From an optimization exercise on the open Yosys and OpenROAD flow, aimed at small area; shortcuts taken in it are not production practice.
The RTL was checked by simulation tests, not by an equivalence proof against the original design.
No activity file was given, so power comes from the tool's default toggle rates.

==> inputs of exp/pepper <==
// whac_a_mole
module whac_a_mole(
	input        CLOCK_50,
	input        resetn,    
	input        restart,   
	input        PS2_DAT,
	input        PS2_CLK,
	output [6:0] HEX0,
	output [6:0] HEX1,
	output       plot,
	output [7:0] x,
	output [6:0] y,
	output [2:0] colour
	);
export LEC_CHECK = 0
export ABC_AREA = 1
export CAP_MARGIN = 10
export CORE_MARGIN = 2
export CORE_UTILIZATION = 60
export SLEW_MARGIN = 10
create_clock -name core_clock -period 10.0 [get_ports {CLOCK_50}]
standard.sh (not shown) runs the stock make flow with config.mk's settings and CLKGATE_MAP_FILE= SYNTH_SCRIPT=/design/flow/synth_recipe.tcl, a recipe that flattens the netlist after the stock synthesis.
==> flow/flow/run.sh <==
#!/bin/bash
# Layout flow: the standard synthesis, then the logic between the
# flip-flops is mapped again with a stronger ABC script (the flip-flops, their
# names and cell types are kept as the standard synthesis made them), then
# the standard layout steps from the floorplan on.
set -euo pipefail
HERE=$(pwd)
R=$HERE/orfs/results/${FLOW_PLATFORM:-sky130hd}/whac_a_mole/base
LIB=$FLOW_HOME/platforms/sky130hd/lib/sky130_fd_sc_hd__tt_025C_1v80.lib
YOSYS=yosys
[ -x "$FLOW_HOME/../tools/install/yosys/bin/yosys" ] && YOSYS=$FLOW_HOME/../tools/install/yosys/bin/yosys

# 1. standard synthesis
bash standard.sh synth > synth_standard.log 2>&1
cp $R/1_2_yosys.v $HERE/netlist_standard.v

# 2. map the combinational logic again
python3 flow/mkmap.py $LIB $HERE/cellmap.v > mkmap.log 2>&1
DONT_USE=$(grep -o "^abc -script.*" $HERE/orfs/logs/sky130hd/whac_a_mole/base/1_2_yosys.log | head -1 | grep -oE "\-dont_use [A-Za-z0-9_]+" | tr '\n' ' ')
cp flow/resyn.abc $HERE/resyn.abc
$YOSYS -l resyn_yosys.log -p "
read_liberty -lib $LIB
read_verilog $HERE/netlist_standard.v
hierarchy -top $FLOW_TOP
setattr -set keep 1 t:*__df* t:*__edf* t:*__sdf* t:*__dl* t:*__sedf*
techmap -map $HERE/cellmap.v
techmap
opt -purge
abc -script $HERE/resyn.abc -liberty $LIB $DONT_USE
opt_clean -purge
hilomap -singleton -hicell sky130_fd_sc_hd__conb_1 HI -locell sky130_fd_sc_hd__conb_1 LO
insbuf -buf sky130_fd_sc_hd__buf_4 A X
splitnets
opt_clean -purge
check -assert -mapped
tee -o $HERE/resyn_stat.txt stat -liberty $LIB
write_verilog -noattr -nohex -nodec $HERE/netlist_resyn.v
" > resyn_yosys.out 2>&1

# the flip-flops must be the standard synthesis's, by name and cell type
ffs() { grep -oE "sky130_fd_sc_hd__(df|edf|sdf|sedf|dl)[a-z0-9_]* [^ (]+" "$1" | grep -v dlygate | sort; }
if [ "$(ffs $HERE/netlist_standard.v)" != "$(ffs $HERE/netlist_resyn.v)" ]; then
  echo "flip-flops differ; keeping the standard netlist" > resyn_check.log
else
  echo "flip-flops match" > resyn_check.log
  cp $HERE/netlist_resyn.v $R/1_2_yosys.v
  rm -f $R/1_synth.odb $R/1_synth.sdc
fi

# 3. the rest of the standard layout, with the smallest buffer on the ports
# and a clock tree of small buffers without dummy loads
CTS="-sink_clustering_enable -repair_clock_nets -dont_use_dummy_load -buf_list {$(cat flow/cts_bufs.txt)}"
bash standard.sh "BUFFER_PORTS_ARGS=-buffer_cell sky130_fd_sc_hd__buf_1" "CTS_ARGS=$CTS" finish > layout_standard.log 2>&1
==> flow/flow/cts_bufs.txt <==
sky130_fd_sc_hd__clkbuf_4 sky130_fd_sc_hd__clkbuf_8
==> flow/flow/resyn.abc <==
strash
&get -n
&deepsyn -T 300
&put
dch -f
amap
Other scripts of this flow, unchanged in this note and not shown: flow/flow/mkmap.py
==> exp/harbor: changes against exp/pepper <==
--- a/flow/design.v
+++ b/flow/design.v
@@ -5,20 +5,19 @@
 input reset;
 output strobe;        
 output [7:0] scan_code;
 reg clock;            
 reg fb;               
 reg [2:0] fc;         
 reg kf, kfd;          
-reg read_char;
-reg [3:0] incnt;
+reg [3:0] st;
 reg [7:0] shiftin;
 wire kclk_rise = kf & ~kfd;
 wire full = (fc == 3'd7);
-assign strobe = (incnt == 4'd13);
+assign strobe = (st == 4'd13);
 assign scan_code = shiftin;
 always @(posedge clock50)
     if (reset) clock <= 1'b0;
     else clock <= ~clock;
 always @(posedge clock50)
 begin
    if (reset)
@@ -42,38 +41,31 @@
          end
       end
    end
 end
 always @(posedge clock50)
 begin
    if (reset)
+      st <= 4'd14;
+   else if (st[3] & (st[2] | st[1]))
    begin
-      incnt <= 4'd0;
-      read_char <= 1'b0;
-   end
-   else if (incnt[3] & (incnt[2] | incnt[1]))
-   begin
-      incnt <= strobe ? 4'd0 : incnt + 4'd1;
+      if (st[3] & st[2] & st[1])
+      begin
+         if (kclk_rise && keyboard_data == 1'b0) st <= 4'd0;
+      end
+      else st <= strobe ? 4'd14 : st + 4'd1;
    end
    else if (kclk_rise)
    begin
-      if (keyboard_data == 1'b0 && read_char == 1'b0)
-         read_char <= 1'b1;
-      else if (read_char)
+      if (st == 4'd9)
+         st <= 4'd10;
+      else
       begin
-         if (incnt == 4'd9)
-         begin
-            incnt <= 4'd10;
-            read_char <= 1'b0;
-         end
-         else
-         begin
-            incnt <= incnt + 4'd1;
-            if (!incnt[3]) shiftin <= {keyboard_data, shiftin[7:1]};
-         end
+         st <= st + 4'd1;
+         if (!st[3]) shiftin <= {keyboard_data, shiftin[7:1]};
       end
    end
 end
 endmodule
 module keyboard_press_driver(
   input  CLOCK_50,
   output reg [2:0] ev,
@@ -157,34 +149,33 @@
 		if (!resetn) difficulty <= 2'b00;
 		else if (ev == 3'd1) difficulty <= 2'b01;
 		else if (ev == 3'd2) difficulty <= 2'b10;
 	wire draw_mole, draw_hammer, draw_n, clear, erase, update, count, clear_end, m, compare, end_screen;
 	wire [2:0] idx;
 	wire move, f, f_en, finish;
 	wire [7:0] score;
-	wire [1:0] t_tens;
-	wire [3:0] t_units;
+	wire [4:0] timer;
 	assign plot = draw_mole | draw_hammer | clear | erase | draw_n | clear_end;
 	control c0(
 		.clk(CLOCK_50), .resetn(resetn), .go(go), .move(move), .f(f),
 		.finish(finish), .restart(restart),
 		.draw_mole(draw_mole), .draw_hammer(draw_hammer), .clear(clear), .erase(erase),
 		.update(update), .count(count), .m(m), .draw_n(draw_n), .clear_end(clear_end),
 		.compare(compare), .end_screen(end_screen), .idx(idx));
 	datapath d0(
 		.clk(CLOCK_50), .resetn(resetn), .restart(restart), .ev(ev),
 		.draw_mole(draw_mole), .draw_hammer(draw_hammer), .erase(erase), .clear(clear),
 		.update(update), .m(m), .draw_n(draw_n), .clear_end(clear_end), .compare(compare),
 		.end_screen(end_screen), .idx(idx),
-		.t_tens(t_tens), .t_units(t_units), .difficulty(difficulty),
+		.timer(timer), .difficulty(difficulty),
 		.count(count), .f_en(f_en),
 		.x(x), .y(y), .move(move), .rgb(colour), .score(score));
 	number_top n0(
 		.CLOCK_50(CLOCK_50), .resetn(resetn), .restart(restart), .go(go),
-		.finish(finish), .t_tens(t_tens), .t_units(t_units));
+		.finish(finish), .timer(timer));
 	reg [5:0] fq;
 	wire [5:0] frame = (difficulty == 2'd2) ? 6'd9 : (difficulty == 2'd3) ? 6'd4 : 6'd14;
 	assign f = f_en & (fq == frame);
 	always @(posedge CLOCK_50) begin
 		if (!count)
 			fq <= 6'd0;
 		else if (f_en)
@@ -270,16 +261,15 @@
 module datapath(
 	input clk,
 	input resetn, restart,
 	input [2:0] ev,
 	input draw_mole, draw_hammer, erase, clear, update, m, draw_n, clear_end, compare,
 	input end_screen,
 	input [2:0] idx,
-	input [1:0] t_tens,
-	input [3:0] t_units,
+	input [4:0] timer,
 	input [1:0] difficulty,
 	input count,
 	output f_en,
 	output reg [7:0] x,
 	output reg [6:0] y,
 	output move,
 	output reg [2:0] rgb,
@@ -311,15 +301,15 @@
 			default: seqbit[k] = S4[5'd23 - sp[5*k +: 5]];
 			endcase
 		end
 	end
 	wire [1:0] mid = idx[1:0];
 	reg [7:0] x_posi;
 	reg [6:0] y_posi;
-	reg [2:0] xo;
+	reg xb, xi;
 	reg [6:0] yo;
 	always @(*) begin
 		if (draw_n) begin
 			if (end_screen) x_posi = idx[0] ? 8'd101 : 8'd95;
 			else case (idx)
 				3'd0: x_posi = 8'd32;
 				3'd1: x_posi = 8'd38;
@@ -335,37 +325,45 @@
 			default: x_posi = 8'd91;
 		endcase
 		if (draw_hammer) y_posi = h_state[mid] ? 7'd48 : 7'd45;
 		else if (erase) y_posi = 7'd45;
 		else if (draw_n) y_posi = end_screen ? (idx[1] ? 7'd59 : 7'd45) : 7'd13;
 		else if (draw_mole) y_posi = {3'b011, mole[4*mid +: 4]};
 		else y_posi = 7'd25;
-		if (draw_n) begin xo = {1'b0, counter[1:0]}; yo = {4'b0, counter[4:2]}; end
-		else if (draw_mole) begin xo = counter[5:3]; yo = {4'b0, counter[2:0]}; end
-		else if (draw_hammer) begin xo = counter[4:2]; yo = {5'b0, counter[1:0]}; end
-		else if (erase) begin xo = counter[2:0]; yo = {2'b0, counter[7:3]}; end
-		else begin xo = 3'd0; yo = counter[6:0]; end
+		if (draw_n) begin
+			xb = (counter[1:0] == 2'd0); xi = 1'b1;
+			yo = {4'b0, counter[4:2]};
+		end
+		else if (draw_mole) begin
+			xb = (counter[5:0] == 6'd0); xi = (counter[2:0] == 3'd0);
+			yo = {4'b0, counter[2:0]};
+		end
+		else if (draw_hammer) begin
+			xb = (counter[4:0] == 5'd0); xi = (counter[1:0] == 2'd0);
+			yo = {5'b0, counter[1:0]};
+		end
+		else if (erase) begin
+			xb = (counter[2:0] == 3'd0); xi = 1'b1;
+			yo = {2'b0, counter[7:3]};
+		end
+		else begin
+			xb = 1'b0; xi = 1'b0;
+			yo = counter[6:0];
+		end
 	end
-	wire [7:0] x_next = x_posi + xo;
+	wire [7:0] x_next = xb ? x_posi : xi ? x_inc : x;
 	wire [6:0] y_next = y_posi + yo;
-	wire [7:0] val = (end_screen & idx[1]) ? highscore : score;
+	wire tsel = ~end_screen & (idx == 3'd3 || idx == 3'd4);
+	wire dsel = ~end_screen & (idx == 3'd2 || idx == 3'd5);
+	wire [7:0] val = (end_screen & idx[1]) ? highscore : tsel ? {3'b000, timer} :
+		dsel ? {6'd0, difficulty} : score;
 	wire [7:0] tens = val / 8'd10;
 	wire [7:0] units = val % 8'd10;
-	reg [3:0] digit;
-	always @(*) begin
-		if (end_screen) digit = idx[0] ? units[3:0] : tens[3:0];
-		else case (idx)
-			3'd0: digit = tens[3:0];
-			3'd1: digit = units[3:0];
-			3'd2: digit = 4'd0;
-			3'd3: digit = {2'b00, t_tens};
-			3'd4: digit = t_units;
-			default: digit = {2'b00, difficulty};
-		endcase
-	end
+	wire usel = end_screen ? idx[0] : (idx == 3'd1 || idx == 3'd4 || idx == 3'd5);
+	wire [3:0] digit = usel ? units[3:0] : tens[3:0];
 	reg [19:0] seq_20;
 	always @(*)
 		case (digit)
 		4'd1: seq_20 = 20'b0100_0100_0100_0100_0100;
 		4'd2: seq_20 = 20'b0111_0001_0111_0100_0111;
 		4'd3: seq_20 = 20'b0111_0100_0111_0100_0111;
 		4'd4: seq_20 = 20'b0100_0100_0111_0101_0101;
@@ -497,16 +495,15 @@
 			end
 		end
 	end
 endmodule
 module number_top(
 	input CLOCK_50, resetn, restart, go,
 	output reg finish,
-	output reg [1:0] t_tens,
-	output reg [3:0] t_units
+	output reg [4:0] timer
 	);
 	reg watch;
 	reg [6:0] q1;
 	reg [5:0] q2;
 	wire frame_en = watch & (q1 == 7'd99);
 	wire en = frame_en & (q2 == 6'd59);
 	always @(posedge CLOCK_50) begin
@@ -516,35 +513,28 @@
 		end else begin
 			if (watch) q1 <= (q1 == 7'd99) ? 7'd0 : q1 + 7'd1;
 			if (frame_en) q2 <= (q2 == 6'd59) ? 6'd0 : q2 + 6'd1;
 		end
 	end
 	always @(posedge CLOCK_50) begin
 		if (resetn == 0 || restart == 0) begin
-			t_tens <= 2'd3;
-			t_units <= 4'd0;
+			timer <= 5'd30;
 			finish <= 1'b0;
 			watch <= 1'b0;
 		end
 		else begin
 			if (go) watch <= 1'b1;
 			if (watch) begin
-				if (t_tens == 2'd0 && t_units == 4'd0) begin
-					t_tens <= 2'd3;
-					t_units <= 4'd0;
+				if (timer == 5'd0) begin
+					timer <= 5'd30;
 					finish <= 1'b1;
 					watch <= 1'b0;
 				end
-				else if (en) begin
-					if (t_units == 4'd0) begin
-						t_units <= 4'd9;
-						t_tens <= t_tens - 2'd1;
-					end
-					else t_units <= t_units - 4'd1;
-				end
+				else if (en)
+					timer <= timer - 5'd1;
 			end
 		end
 	end
 endmodule
 module end_picture(input [7:0] x, input [6:0] yc, output reg black);
 	always @(*) begin
 		if (yc >= 7'd51) black = 1'b1;
--- a/flow/flow/run.sh
+++ b/flow/flow/run.sh
@@ -13,33 +13,45 @@
 # 1. standard synthesis
 bash standard.sh synth > synth_standard.log 2>&1
 cp $R/1_2_yosys.v $HERE/netlist_standard.v
 
 # 2. map the combinational logic again
 python3 flow/mkmap.py $LIB $HERE/cellmap.v > mkmap.log 2>&1
 DONT_USE=$(grep -o "^abc -script.*" $HERE/orfs/logs/sky130hd/whac_a_mole/base/1_2_yosys.log | head -1 | grep -oE "\-dont_use [A-Za-z0-9_]+" | tr '\n' ' ')
-cp flow/resyn.abc $HERE/resyn.abc
-$YOSYS -l resyn_yosys.log -p "
+# four runs of the ABC script with different seeds; the smallest is kept
+resyn() {
+  sed "s/@SEED@/$1/" flow/resyn.abc > $HERE/resyn$1.abc
+  $YOSYS -l resyn_yosys$1.log -p "
 read_liberty -lib $LIB
 read_verilog $HERE/netlist_standard.v
 hierarchy -top $FLOW_TOP
 setattr -set keep 1 t:*__df* t:*__edf* t:*__sdf* t:*__dl* t:*__sedf*
 techmap -map $HERE/cellmap.v
 techmap
 opt -purge
-abc -script $HERE/resyn.abc -liberty $LIB $DONT_USE
+abc -script $HERE/resyn$1.abc -liberty $LIB $DONT_USE
 opt_clean -purge
 hilomap -singleton -hicell sky130_fd_sc_hd__conb_1 HI -locell sky130_fd_sc_hd__conb_1 LO
 insbuf -buf sky130_fd_sc_hd__buf_4 A X
 splitnets
 opt_clean -purge
 check -assert -mapped
-tee -o $HERE/resyn_stat.txt stat -liberty $LIB
-write_verilog -noattr -nohex -nodec $HERE/netlist_resyn.v
-" > resyn_yosys.out 2>&1
+tee -o $HERE/resyn_stat$1.txt stat -liberty $LIB
+write_verilog -noattr -nohex -nodec $HERE/netlist_resyn$1.v
+" > resyn_yosys$1.out 2>&1
+}
+resyn 1 & resyn 2 & resyn 3 & resyn 4 & wait
+best=""; besta=""
+for k in 1 2 3 4; do
+  a=$(grep -o "Chip area for module .*: [0-9.]*" $HERE/resyn_stat$k.txt 2>/dev/null | awk '{print $NF}' || true)
+  [ -z "$a" ] && continue
+  if [ -z "$besta" ] || awk "BEGIN{exit !($a < $besta)}"; then best=$k; besta=$a; fi
+done
+echo "areas: $(grep -ho 'Chip area for module .*: [0-9.]*' $HERE/resyn_stat?.txt | awk '{print $NF}' | tr '\n' ' ' || true) kept run $best" > resyn_pick.log
+cp $HERE/netlist_resyn$best.v $HERE/netlist_resyn.v
 
 # the flip-flops must be the standard synthesis's, by name and cell type
 ffs() { grep -oE "sky130_fd_sc_hd__(df|edf|sdf|sedf|dl)[a-z0-9_]* [^ (]+" "$1" | grep -v dlygate | sort; }
 if [ "$(ffs $HERE/netlist_standard.v)" != "$(ffs $HERE/netlist_resyn.v)" ]; then
   echo "flip-flops differ; keeping the standard netlist" > resyn_check.log
 else
   echo "flip-flops match" > resyn_check.log
==> flow/flow/resyn.abc (replaced) <==
strash
&get -n
&deepsyn -T 420 -S @SEED@
&put
dch -f
amap
Settings changed: CAP_MARGIN 10 to 5, SLEW_MARGIN 10 to 5.
==> exp/garnet: changes against exp/pepper <==
--- a/flow/design.v
+++ b/flow/design.v
@@ -157,34 +157,33 @@
 		if (!resetn) difficulty <= 2'b00;
 		else if (ev == 3'd1) difficulty <= 2'b01;
 		else if (ev == 3'd2) difficulty <= 2'b10;
 	wire draw_mole, draw_hammer, draw_n, clear, erase, update, count, clear_end, m, compare, end_screen;
 	wire [2:0] idx;
 	wire move, f, f_en, finish;
 	wire [7:0] score;
-	wire [1:0] t_tens;
-	wire [3:0] t_units;
+	wire [4:0] timer;
 	assign plot = draw_mole | draw_hammer | clear | erase | draw_n | clear_end;
 	control c0(
 		.clk(CLOCK_50), .resetn(resetn), .go(go), .move(move), .f(f),
 		.finish(finish), .restart(restart),
 		.draw_mole(draw_mole), .draw_hammer(draw_hammer), .clear(clear), .erase(erase),
 		.update(update), .count(count), .m(m), .draw_n(draw_n), .clear_end(clear_end),
 		.compare(compare), .end_screen(end_screen), .idx(idx));
 	datapath d0(
 		.clk(CLOCK_50), .resetn(resetn), .restart(restart), .ev(ev),
 		.draw_mole(draw_mole), .draw_hammer(draw_hammer), .erase(erase), .clear(clear),
 		.update(update), .m(m), .draw_n(draw_n), .clear_end(clear_end), .compare(compare),
 		.end_screen(end_screen), .idx(idx),
-		.t_tens(t_tens), .t_units(t_units), .difficulty(difficulty),
+		.timer(timer), .difficulty(difficulty),
 		.count(count), .f_en(f_en),
 		.x(x), .y(y), .move(move), .rgb(colour), .score(score));
 	number_top n0(
 		.CLOCK_50(CLOCK_50), .resetn(resetn), .restart(restart), .go(go),
-		.finish(finish), .t_tens(t_tens), .t_units(t_units));
+		.finish(finish), .timer(timer));
 	reg [5:0] fq;
 	wire [5:0] frame = (difficulty == 2'd2) ? 6'd9 : (difficulty == 2'd3) ? 6'd4 : 6'd14;
 	assign f = f_en & (fq == frame);
 	always @(posedge CLOCK_50) begin
 		if (!count)
 			fq <= 6'd0;
 		else if (f_en)
@@ -270,16 +269,15 @@
 module datapath(
 	input clk,
 	input resetn, restart,
 	input [2:0] ev,
 	input draw_mole, draw_hammer, erase, clear, update, m, draw_n, clear_end, compare,
 	input end_screen,
 	input [2:0] idx,
-	input [1:0] t_tens,
-	input [3:0] t_units,
+	input [4:0] timer,
 	input [1:0] difficulty,
 	input count,
 	output f_en,
 	output reg [7:0] x,
 	output reg [6:0] y,
 	output move,
 	output reg [2:0] rgb,
@@ -311,15 +309,15 @@
 			default: seqbit[k] = S4[5'd23 - sp[5*k +: 5]];
 			endcase
 		end
 	end
 	wire [1:0] mid = idx[1:0];
 	reg [7:0] x_posi;
 	reg [6:0] y_posi;
-	reg [2:0] xo;
+	reg xb, xi;
 	reg [6:0] yo;
 	always @(*) begin
 		if (draw_n) begin
 			if (end_screen) x_posi = idx[0] ? 8'd101 : 8'd95;
 			else case (idx)
 				3'd0: x_posi = 8'd32;
 				3'd1: x_posi = 8'd38;
@@ -335,37 +333,45 @@
 			default: x_posi = 8'd91;
 		endcase
 		if (draw_hammer) y_posi = h_state[mid] ? 7'd48 : 7'd45;
 		else if (erase) y_posi = 7'd45;
 		else if (draw_n) y_posi = end_screen ? (idx[1] ? 7'd59 : 7'd45) : 7'd13;
 		else if (draw_mole) y_posi = {3'b011, mole[4*mid +: 4]};
 		else y_posi = 7'd25;
-		if (draw_n) begin xo = {1'b0, counter[1:0]}; yo = {4'b0, counter[4:2]}; end
-		else if (draw_mole) begin xo = counter[5:3]; yo = {4'b0, counter[2:0]}; end
-		else if (draw_hammer) begin xo = counter[4:2]; yo = {5'b0, counter[1:0]}; end
-		else if (erase) begin xo = counter[2:0]; yo = {2'b0, counter[7:3]}; end
-		else begin xo = 3'd0; yo = counter[6:0]; end
+		if (draw_n) begin
+			xb = (counter[1:0] == 2'd0); xi = 1'b1;
+			yo = {4'b0, counter[4:2]};
+		end
+		else if (draw_mole) begin
+			xb = (counter[5:0] == 6'd0); xi = (counter[2:0] == 3'd0);
+			yo = {4'b0, counter[2:0]};
+		end
+		else if (draw_hammer) begin
+			xb = (counter[4:0] == 5'd0); xi = (counter[1:0] == 2'd0);
+			yo = {5'b0, counter[1:0]};
+		end
+		else if (erase) begin
+			xb = (counter[2:0] == 3'd0); xi = 1'b1;
+			yo = {2'b0, counter[7:3]};
+		end
+		else begin
+			xb = 1'b0; xi = 1'b0;
+			yo = counter[6:0];
+		end
 	end
-	wire [7:0] x_next = x_posi + xo;
+	wire [7:0] x_next = xb ? x_posi : xi ? x_inc : x;
 	wire [6:0] y_next = y_posi + yo;
-	wire [7:0] val = (end_screen & idx[1]) ? highscore : score;
+	wire tsel = ~end_screen & (idx == 3'd3 || idx == 3'd4);
+	wire dsel = ~end_screen & (idx == 3'd2 || idx == 3'd5);
+	wire [7:0] val = (end_screen & idx[1]) ? highscore : tsel ? {3'b000, timer} :
+		dsel ? {6'd0, difficulty} : score;
 	wire [7:0] tens = val / 8'd10;
 	wire [7:0] units = val % 8'd10;
-	reg [3:0] digit;
-	always @(*) begin
-		if (end_screen) digit = idx[0] ? units[3:0] : tens[3:0];
-		else case (idx)
-			3'd0: digit = tens[3:0];
-			3'd1: digit = units[3:0];
-			3'd2: digit = 4'd0;
-			3'd3: digit = {2'b00, t_tens};
-			3'd4: digit = t_units;
-			default: digit = {2'b00, difficulty};
-		endcase
-	end
+	wire usel = end_screen ? idx[0] : (idx == 3'd1 || idx == 3'd4 || idx == 3'd5);
+	wire [3:0] digit = usel ? units[3:0] : tens[3:0];
 	reg [19:0] seq_20;
 	always @(*)
 		case (digit)
 		4'd1: seq_20 = 20'b0100_0100_0100_0100_0100;
 		4'd2: seq_20 = 20'b0111_0001_0111_0100_0111;
 		4'd3: seq_20 = 20'b0111_0100_0111_0100_0111;
 		4'd4: seq_20 = 20'b0100_0100_0111_0101_0101;
@@ -497,16 +503,15 @@
 			end
 		end
 	end
 endmodule
 module number_top(
 	input CLOCK_50, resetn, restart, go,
 	output reg finish,
-	output reg [1:0] t_tens,
-	output reg [3:0] t_units
+	output reg [4:0] timer
 	);
 	reg watch;
 	reg [6:0] q1;
 	reg [5:0] q2;
 	wire frame_en = watch & (q1 == 7'd99);
 	wire en = frame_en & (q2 == 6'd59);
 	always @(posedge CLOCK_50) begin
@@ -516,35 +521,28 @@
 		end else begin
 			if (watch) q1 <= (q1 == 7'd99) ? 7'd0 : q1 + 7'd1;
 			if (frame_en) q2 <= (q2 == 6'd59) ? 6'd0 : q2 + 6'd1;
 		end
 	end
 	always @(posedge CLOCK_50) begin
 		if (resetn == 0 || restart == 0) begin
-			t_tens <= 2'd3;
-			t_units <= 4'd0;
+			timer <= 5'd30;
 			finish <= 1'b0;
 			watch <= 1'b0;
 		end
 		else begin
 			if (go) watch <= 1'b1;
 			if (watch) begin
-				if (t_tens == 2'd0 && t_units == 4'd0) begin
-					t_tens <= 2'd3;
-					t_units <= 4'd0;
+				if (timer == 5'd0) begin
+					timer <= 5'd30;
 					finish <= 1'b1;
 					watch <= 1'b0;
 				end
-				else if (en) begin
-					if (t_units == 4'd0) begin
-						t_units <= 4'd9;
-						t_tens <= t_tens - 2'd1;
-					end
-					else t_units <= t_units - 4'd1;
-				end
+				else if (en)
+					timer <= timer - 5'd1;
 			end
 		end
 	end
 endmodule
 module end_picture(input [7:0] x, input [6:0] yc, output reg black);
 	always @(*) begin
 		if (yc >= 7'd51) black = 1'b1;
--- a/flow/flow/run.sh
+++ b/flow/flow/run.sh
@@ -45,9 +45,9 @@
   echo "flip-flops match" > resyn_check.log
   cp $HERE/netlist_resyn.v $R/1_2_yosys.v
   rm -f $R/1_synth.odb $R/1_synth.sdc
 fi
 
 # 3. the rest of the standard layout, with the smallest buffer on the ports
 # and a clock tree of small buffers without dummy loads
-CTS="-sink_clustering_enable -repair_clock_nets -dont_use_dummy_load -buf_list {$(cat flow/cts_bufs.txt)}"
+CTS="-sink_clustering_enable -repair_clock_nets -dont_use_dummy_load $(cat flow/cts_extra.txt) -buf_list {$(cat flow/cts_bufs.txt)}"
 bash standard.sh "BUFFER_PORTS_ARGS=-buffer_cell sky130_fd_sc_hd__buf_1" "CTS_ARGS=$CTS" finish > layout_standard.log 2>&1
==> flow/flow/cts_bufs.txt (replaced) <==
sky130_fd_sc_hd__clkbuf_8
==> flow/flow/cts_extra.txt (new file) <==
-sink_clustering_size 30
Settings changed: CORE_UTILIZATION 60 to 70.
==> summary of the runs <==
- exp/harbor finished with timing, DRC and antenna clean. exp/pepper produced a clean layout. exp/garnet went through all stages and came out clean.
- The lowest total power belongs to exp/pepper, the highest to exp/harbor.
- Between exp/pepper and exp/harbor, the lower final area is in exp/harbor (gap 1.2%, measured against exp/harbor).
- Critical path depth, highest first: exp/harbor, exp/garnet, exp/pepper.
- In count of clock-buffer cells in the layout, exp/garnet and exp/pepper do not differ.
- The lowest synthesized cell count belongs to exp/harbor, the highest to exp/pepper.
- Cell count: exp/harbor < exp/garnet < exp/pepper.
- Combinational power: exp/pepper < exp/garnet < exp/harbor.
- First-iteration DRC count: exp/pepper < exp/harbor < exp/garnet.
==> figures <==
| quantity | exp/pepper | exp/garnet | exp/harbor |
|---|---|---|---|
| Result of the run | no timing/DRC/antenna violations | no timing/DRC/antenna violations | no timing/DRC/antenna violations |
| Share of total power in sequential cells | 0.535 | 0.444 | 0.419 |
| Area overhead of the layout relative to synthesis | 6.788% | 6.797% | 6.960% |
| Area of the multi-input gates | 0.005190 sq mm | 0.005141 sq mm | 0.005067 sq mm |
| Switching share of power | 0.3194 | 0.4038 | 0.4212 |
| Vias in the first global route | 8984 | 9652 | 9143 |
| Maximum clock frequency | 177.4 MHz | 159.0 MHz | 165.7 MHz |
| Total number of multi-input combinational cells | 985 | 964 | 951 |
| Worst hold path depth | 1 | 1 | 2 |
| Fraction of final layout cells with drive strength greater than 1 | 0.01503 | 0.01652 | 0.01602 |
| Combinational logic power | 0.266 mW | 0.594 mW | 0.699 mW |
| Power dissipated by switching net loads | 0.4309 mW | 0.6933 mW | 0.7689 mW |
| Placer's final routability congestion estimate | 0.9765 | 1.035 | 1.036 |
| DR WL/cell | 16.75 um | 17.43 um | 17.30 um |
| Crit Reg-Reg Startpoint | c0.i[1] | c0.g[2] | c0.i[0] |
| Proportion of final cell area spent on non-clock buffers | 0.01703 | 0.01856 | 0.01799 |
| Die X-Extent | 128.4 um | 119.1 um | 127.6 um |

-- what the ideal ports hide --
Ports are ideal in the flow. The routed layouts listed here were re-timed in OpenROAD.
Step 1 sets driving cells, clkbuf_16 on the clock port and buf_2 on the other inputs (assumed; they add their load-dependent delay and slew).
Step 2, shift: input delay + t, output delay - t, t = (earliest + latest rising clock arrival at the registers) / 2. This alone moves slack from input paths to output paths.
a / b / c = ideal ports / drivers / drivers and shift; a / b = the first two.
run	t, ns	slack for setup (ns)	hold WS [ns]	worst setup path at the end
exp/pepper	0.494	4.362 / 4.362 / 4.080	0.452 / 0.452 / 0.452	input to register
exp/harbor	0.498	3.964 / 3.964 / 3.964	0.431 / 0.431 / 0.431	register to register
exp/garnet	0.491	3.710 / 3.710 / 3.710	0.454 / 0.454 / 0.454	register to register
After both steps every run listed still meets setup and hold. For exp/pepper, which loses most, drivers alone change the setup slack by 0.000 ns; drivers and shift together by -0.282 ns.
